Background: an optimization exercise with open tools, aiming at a short achievable clock period and low power. Do not read the settings as production practice.
Power and IR drop assume default switching activity.

Setup of job 101:
==> flow/design.v <==
`timescale 1ns / 1ps
module mac_iso (
    input s_axis_tvalid, input m_axis_tready, input reset,
    input [7:0] a, input [7:0] b,
    output en,
    output [7:0] ya, output [7:0] yb
);
    assign en = s_axis_tvalid & m_axis_tready & reset;
    assign ya = a & {8{en}};
    assign yb = b & {8{en}};
endmodule
module mac_axi4s (
    input clk, input reset,
    input s_axis_tvalid, input m_axis_tready,
    input [7:0] data, input [7:0] weight,
    output [15:0] acc
);
    wire en;
    wire [7:0] d, w;
    mac_iso iso (.s_axis_tvalid(s_axis_tvalid), .m_axis_tready(m_axis_tready), .reset(reset),
                 .a(data), .b(weight), .en(en), .ya(d), .yb(w));
    reg [15:0] s;
    reg [2:0] c;
    wire [7:0] pp0 = d & {8{w[0]}};
    wire [7:0] pp1 = d & {8{w[1]}};
    wire [7:0] pp2 = d & {8{w[2]}};
    wire [7:0] pp3 = d & {8{w[3]}};
    wire [7:0] pp4 = d & {8{w[4]}};
    wire [7:0] pp5 = d & {8{w[5]}};
    wire [7:0] pp6 = d & {8{w[6]}};
    wire [7:0] pp7 = d & {8{w[7]}};
    wire t1 = pp0[4] ^ pp1[3];
    wire u2 = pp0[4] & pp1[3];
    wire t3 = pp0[5] ^ pp1[4] ^ pp2[3];
    wire u4 = (pp0[5] & pp1[4]) | (pp0[5] & pp2[3]) | (pp1[4] & pp2[3]);
    wire t5 = pp0[6] ^ pp1[5] ^ pp2[4];
    wire u6 = (pp0[6] & pp1[5]) | (pp0[6] & pp2[4]) | (pp1[5] & pp2[4]);
    wire t7 = pp3[3] ^ pp4[2];
    wire u8 = pp3[3] & pp4[2];
    wire t9 = pp0[7] ^ pp1[6] ^ pp2[5];
    wire u10 = (pp0[7] & pp1[6]) | (pp0[7] & pp2[5]) | (pp1[6] & pp2[5]);
    wire t11 = pp3[4] ^ pp4[3] ^ pp5[2];
    wire u12 = (pp3[4] & pp4[3]) | (pp3[4] & pp5[2]) | (pp4[3] & pp5[2]);
    wire t13 = pp6[1] ^ pp7[0];
    wire u14 = pp6[1] & pp7[0];
    wire t15 = pp1[7] ^ pp2[6] ^ pp3[5];
    wire u16 = (pp1[7] & pp2[6]) | (pp1[7] & pp3[5]) | (pp2[6] & pp3[5]);
    wire t17 = pp4[4] ^ pp5[3] ^ pp6[2];
    wire u18 = (pp4[4] & pp5[3]) | (pp4[4] & pp6[2]) | (pp5[3] & pp6[2]);
    wire t19 = pp7[1] ^ s[8] ^ c[1];
    wire u20 = (pp7[1] & s[8]) | (pp7[1] & c[1]) | (s[8] & c[1]);
    wire t21 = pp2[7] ^ pp3[6] ^ pp4[5];
    wire u22 = (pp2[7] & pp3[6]) | (pp2[7] & pp4[5]) | (pp3[6] & pp4[5]);
    wire t23 = pp5[4] ^ pp6[3] ^ pp7[2];
    wire u24 = (pp5[4] & pp6[3]) | (pp5[4] & pp7[2]) | (pp6[3] & pp7[2]);
    wire t25 = pp3[7] ^ pp4[6] ^ pp5[5];
    wire u26 = (pp3[7] & pp4[6]) | (pp3[7] & pp5[5]) | (pp4[6] & pp5[5]);
    wire t27 = pp0[3] ^ pp1[2];
    wire u28 = pp0[3] & pp1[2];
    wire t29 = t1 ^ pp2[2] ^ pp3[1];
    wire u30 = (t1 & pp2[2]) | (t1 & pp3[1]) | (pp2[2] & pp3[1]);
    wire t31 = pp4[0] ^ s[4];
    wire u32 = pp4[0] & s[4];
    wire t33 = u2 ^ t3 ^ pp3[2];
    wire u34 = (u2 & t3) | (u2 & pp3[2]) | (t3 & pp3[2]);
    wire t35 = pp4[1] ^ pp5[0] ^ s[5];
    wire u36 = (pp4[1] & pp5[0]) | (pp4[1] & s[5]) | (pp5[0] & s[5]);
    wire t37 = u4 ^ t5 ^ t7;
    wire u38 = (u4 & t5) | (u4 & t7) | (t5 & t7);
    wire t39 = pp5[1] ^ pp6[0] ^ s[6];
    wire u40 = (pp5[1] & pp6[0]) | (pp5[1] & s[6]) | (pp6[0] & s[6]);
    wire t41 = u6 ^ u8 ^ t9;
    wire u42 = (u6 & u8) | (u6 & t9) | (u8 & t9);
    wire t43 = t11 ^ t13 ^ s[7];
    wire u44 = (t11 & t13) | (t11 & s[7]) | (t13 & s[7]);
    wire t45 = u10 ^ u12 ^ u14;
    wire u46 = (u10 & u12) | (u10 & u14) | (u12 & u14);
    wire t47 = t15 ^ t17 ^ t19;
    wire u48 = (t15 & t17) | (t15 & t19) | (t17 & t19);
    wire t49 = u16 ^ u18 ^ u20;
    wire u50 = (u16 & u18) | (u16 & u20) | (u18 & u20);
    wire t51 = t21 ^ t23 ^ s[9];
    wire u52 = (t21 & t23) | (t21 & s[9]) | (t23 & s[9]);
    wire t53 = u22 ^ u24 ^ t25;
    wire u54 = (u22 & u24) | (u22 & t25) | (u24 & t25);
    wire t55 = pp6[4] ^ pp7[3] ^ s[10];
    wire u56 = (pp6[4] & pp7[3]) | (pp6[4] & s[10]) | (pp7[3] & s[10]);
    wire t57 = u26 ^ pp4[7] ^ pp5[6];
    wire u58 = (u26 & pp4[7]) | (u26 & pp5[6]) | (pp4[7] & pp5[6]);
    wire t59 = pp6[5] ^ pp7[4] ^ s[11];
    wire u60 = (pp6[5] & pp7[4]) | (pp6[5] & s[11]) | (pp7[4] & s[11]);
    wire t61 = pp5[7] ^ pp6[6] ^ pp7[5];
    wire u62 = (pp5[7] & pp6[6]) | (pp5[7] & pp7[5]) | (pp6[6] & pp7[5]);
    wire t63 = s[12] ^ c[2];
    wire u64 = s[12] & c[2];
    wire t65 = pp6[7] ^ pp7[6];
    wire u66 = pp6[7] & pp7[6];
    wire t67 = pp0[2] ^ pp1[1];
    wire u68 = pp0[2] & pp1[1];
    wire t69 = t27 ^ pp2[1] ^ pp3[0];
    wire u70 = (t27 & pp2[1]) | (t27 & pp3[0]) | (pp2[1] & pp3[0]);
    wire t71 = u28 ^ t29 ^ t31;
    wire u72 = (u28 & t29) | (u28 & t31) | (t29 & t31);
    wire t73 = u30 ^ u32 ^ t33;
    wire u74 = (u30 & u32) | (u30 & t33) | (u32 & t33);
    wire t75 = u34 ^ u36 ^ t37;
    wire u76 = (u34 & u36) | (u34 & t37) | (u36 & t37);
    wire t77 = u38 ^ u40 ^ t41;
    wire u78 = (u38 & u40) | (u38 & t41) | (u40 & t41);
    wire t79 = u42 ^ u44 ^ t45;
    wire u80 = (u42 & u44) | (u42 & t45) | (u44 & t45);
    wire t81 = u46 ^ u48 ^ t49;
    wire u82 = (u46 & u48) | (u46 & t49) | (u48 & t49);
    wire t83 = u50 ^ u52 ^ t53;
    wire u84 = (u50 & u52) | (u50 & t53) | (u52 & t53);
    wire t85 = u54 ^ u56 ^ t57;
    wire u86 = (u54 & u56) | (u54 & t57) | (u56 & t57);
    wire t87 = u58 ^ u60 ^ t61;
    wire u88 = (u58 & u60) | (u58 & t61) | (u60 & t61);
    wire t89 = u62 ^ u64 ^ t65;
    wire u90 = (u62 & u64) | (u62 & t65) | (u64 & t65);
    wire t91 = u66 ^ pp7[7];
    wire u92 = u66 & pp7[7];
    wire t93 = pp0[1] ^ pp1[0];
    wire u94 = pp0[1] & pp1[0];
    wire t95 = t67 ^ pp2[0] ^ s[2];
    wire u96 = (t67 & pp2[0]) | (t67 & s[2]) | (pp2[0] & s[2]);
    wire t97 = u68 ^ t69 ^ s[3];
    wire u98 = (u68 & t69) | (u68 & s[3]) | (t69 & s[3]);
    wire t99 = u70 ^ t71 ^ c[0];
    wire u100 = (u70 & t71) | (u70 & c[0]) | (t71 & c[0]);
    wire t101 = u72 ^ t73 ^ t35;
    wire u102 = (u72 & t73) | (u72 & t35) | (t73 & t35);
    wire t103 = u74 ^ t75 ^ t39;
    wire u104 = (u74 & t75) | (u74 & t39) | (t75 & t39);
    wire t105 = u76 ^ t77 ^ t43;
    wire u106 = (u76 & t77) | (u76 & t43) | (t77 & t43);
    wire t107 = u78 ^ t79 ^ t47;
    wire u108 = (u78 & t79) | (u78 & t47) | (t79 & t47);
    wire t109 = u80 ^ t81 ^ t51;
    wire u110 = (u80 & t81) | (u80 & t51) | (t81 & t51);
    wire t111 = u82 ^ t83 ^ t55;
    wire u112 = (u82 & t83) | (u82 & t55) | (t83 & t55);
    wire t113 = u84 ^ t85 ^ t59;
    wire u114 = (u84 & t85) | (u84 & t59) | (t85 & t59);
    wire t115 = u86 ^ t87 ^ t63;
    wire u116 = (u86 & t87) | (u86 & t63) | (t87 & t63);
    wire t117 = u88 ^ t89 ^ s[13];
    wire u118 = (u88 & t89) | (u88 & s[13]) | (t89 & s[13]);
    wire t119 = u90 ^ t91 ^ s[14];
    wire u120 = (u90 & t91) | (u90 & s[14]) | (t91 & s[14]);
    wire t121 = u92 ^ s[15];
    wire u122 = u92 & s[15];
    wire [15:0] x = {u120, u118, u116, u114, u112, u110, u108, u106, u104, u102, u100, u98, u96, u94, t93, pp0[0]};
    wire [15:0] y = {t121, t119, t117, t115, t113, t111, t109, t107, t105, t103, t101, t99, t97, t95, s[1], s[0]};
    wire [4:0] blk0 = {1'b0, x[3:0]} + {1'b0, y[3:0]};
    wire [4:0] blk1 = {1'b0, x[7:4]} + {1'b0, y[7:4]};
    wire [4:0] blk2 = {1'b0, x[11:8]} + {1'b0, y[11:8]};
    wire [4:0] blk3 = {1'b0, x[15:12]} + {1'b0, y[15:12]};
    wire [15:0] s_next = {blk3[3:0], blk2[3:0], blk1[3:0], blk0[3:0]};
    wire [2:0] c_next = {blk2[4], blk1[4], blk0[4]};
    assign acc = s + ({15'd0, c[0]} << 4) + ({15'd0, c[1]} << 8) + ({15'd0, c[2]} << 12);
    always @(posedge clk)
        if (!reset) begin
            s <= 16'd0;
            c <= 0;
        end else if (en) begin
            s <= s_next;
            c <= c_next;
        end
endmodule
`timescale 1ns / 1ps
module macs_axi4s #(
    parameter NUM_MACS = 8
) (
    input reset,
    input clk,
    input wire s_axis_tvalid,
    output reg s_axis_tready,
    input wire [127:0] s_axis_tdata,    
    output wire [127:0] m_axis_tdata,   
    output reg m_axis_tvalid,
    input wire m_axis_tready,
    input wire [15:0] s_axis_tkeep,
    output wire [15:0] m_axis_tkeep,
    input wire s_axis_tlast,
    output reg m_axis_tlast
);
    assign m_axis_tkeep = 16'hffff;
    always @(posedge clk) begin
        m_axis_tlast <= s_axis_tlast;
        if (!reset) begin
            s_axis_tready <= 1'b0;
            m_axis_tvalid <= 1'b0;
        end else begin
            s_axis_tready <= m_axis_tready;
            m_axis_tvalid <= s_axis_tvalid;
        end
    end
    genvar i;
    generate
        for (i = 0; i < NUM_MACS; i = i + 1) begin : lane
            mac_axi4s mac_i (
                .clk(clk), .reset(reset),
                .s_axis_tvalid(s_axis_tvalid), .m_axis_tready(m_axis_tready),
                .data(s_axis_tdata[16*i +: 8]), .weight(s_axis_tdata[16*i+8 +: 8]),
                .acc(m_axis_tdata[16*i +: 16]));
        end
    endgenerate
endmodule
export LEC_CHECK = 0
export CAP_MARGIN = 20
export CORE_MARGIN = 2
export CORE_UTILIZATION = 40
export CTS_BUF_LIST = sky130_fd_sc_hd__clkbuf_4 sky130_fd_sc_hd__clkbuf_8
export SETUP_SLACK_MARGIN = 1.0
export SLEW_MARGIN = 20
export SYNTH_HIERARCHICAL = 1
create_clock -name core_clock -period 5.0 [get_ports {clk}]
standard.sh (not shown) runs the stock make flow with config.mk's settings and CLKGATE_MAP_FILE= SYNTH_SCRIPT=/design/flow/synth_recipe.tcl, a recipe that flattens the netlist after the stock synthesis.
==> flow/flow/run.sh <==
#!/bin/bash
# Own layout flow: the standard flow, run in two parts.
#  1. the standard synthesis, unchanged;
#  2. the rest of the standard flow, with clock tree synthesis told not to add dummy
#     load cells (they only balance the tree and burn clock power).
# Each part's full output goes to its own log file in the work folder.
set -euo pipefail
bash standard.sh synth > flow_synth.log 2>&1
CTS="-sink_clustering_enable -repair_clock_nets -dont_use_dummy_load"
CTS="$CTS -buf_list {sky130_fd_sc_hd__clkbuf_4 sky130_fd_sc_hd__clkbuf_8}"
bash standard.sh "CTS_ARGS=$CTS" finish > flow_layout.log 2>&1
Input changes introduced in job 102 (baseline for comparison: job 101):
--- a/flow/design.v
+++ b/flow/design.v
@@ -1,11 +1,15 @@
 `timescale 1ns / 1ps
+module mac_en (
+    input s_axis_tvalid, input m_axis_tready, input reset,
+    output en
+);
+    assign en = s_axis_tvalid & m_axis_tready & reset;
+endmodule
 module mac_iso (
-    input s_axis_tvalid, input m_axis_tready, input reset,
+    input en,
     input [7:0] a, input [7:0] b,
-    output en,
     output [7:0] ya, output [7:0] yb
 );
-    assign en = s_axis_tvalid & m_axis_tready & reset;
     assign ya = a & {8{en}};
     assign yb = b & {8{en}};
 endmodule
@@ -17,8 +21,8 @@
 );
     wire en;
     wire [7:0] d, w;
-    mac_iso iso (.s_axis_tvalid(s_axis_tvalid), .m_axis_tready(m_axis_tready), .reset(reset),
-                 .a(data), .b(weight), .en(en), .ya(d), .yb(w));
+    mac_en acc_en (.s_axis_tvalid(s_axis_tvalid), .m_axis_tready(m_axis_tready), .reset(reset), .en(en));
+    mac_iso iso (.en(en), .a(data), .b(weight), .ya(d), .yb(w));
     reg [15:0] s;
     reg [2:0] c;
     wire [7:0] pp0 = d & {8{w[0]}};
--- outcome ---
Measured against each other, job 102 and job 101 differ in sum of internal, switching and leakage power, the lower figure coming from job 102. Job 101 has a higher setup slack than job 102. Job 102 vs. job 101: overall routed net length now sits lower, vertical extent of the die down 0.43%, share of the core filled with cells in the final layout rose by 0.69 points, clock power share grew by 1.3 points, horizontal extent of the die down about 0.43%. The run showing the smaller transition time at the pin with the least slew margin is job 101. The total track usage of job 102 falls short of that of job 101 by 0.21 points. Internal reg-to-reg setup slack: job 102 vs job 101 — no meaningful difference. Job 102 ended up with a higher number of global-route vias before repair than job 101 did. Job 102 ended with less highest achievable clock rate than job 101. Job 101 -> job 102: synthesized area per cell decreased slightly.
Function was not checked in any run of this note: the RTL went through the layout flow alone.

## separate check: timing with driven ports
How much do the figures lean on ideal ports? The routed layouts below were timed once more, with nothing changed but the port constraints. Step 1 (the two cells are an assumption about what drives the block):
set clk [get_ports {clk}]
set_driving_cell -lib_cell sky130_fd_sc_hd__clkbuf_16 $clk
set_driving_cell -lib_cell sky130_fd_sc_hd__buf_2 [delete_from_list [all_inputs] $clk]
Step 2 moves the port delays by t, midway between the first and last clock arrival at a register: inputs arrive t later, outputs are due t later. That takes back most of the time a late clock gives input paths. Three values: no drivers, after step 1, after step 2; two values: the first two.
run	t, ns	slack for setup (ns)	latest minus earliest clock arrival (ns)
job 101	0.611	0.640 / 0.489 / -0.121	0.035 / 0.035
job 102	0.619	0.585 / 0.585 / -0.034	0.039 / 0.040
Met with ideal ports but missed after step 2: setup timing in job 101 and job 102. The setup slack of job 101, which loses most, moves by -0.151 ns with the drivers and by -0.761 ns with both steps.
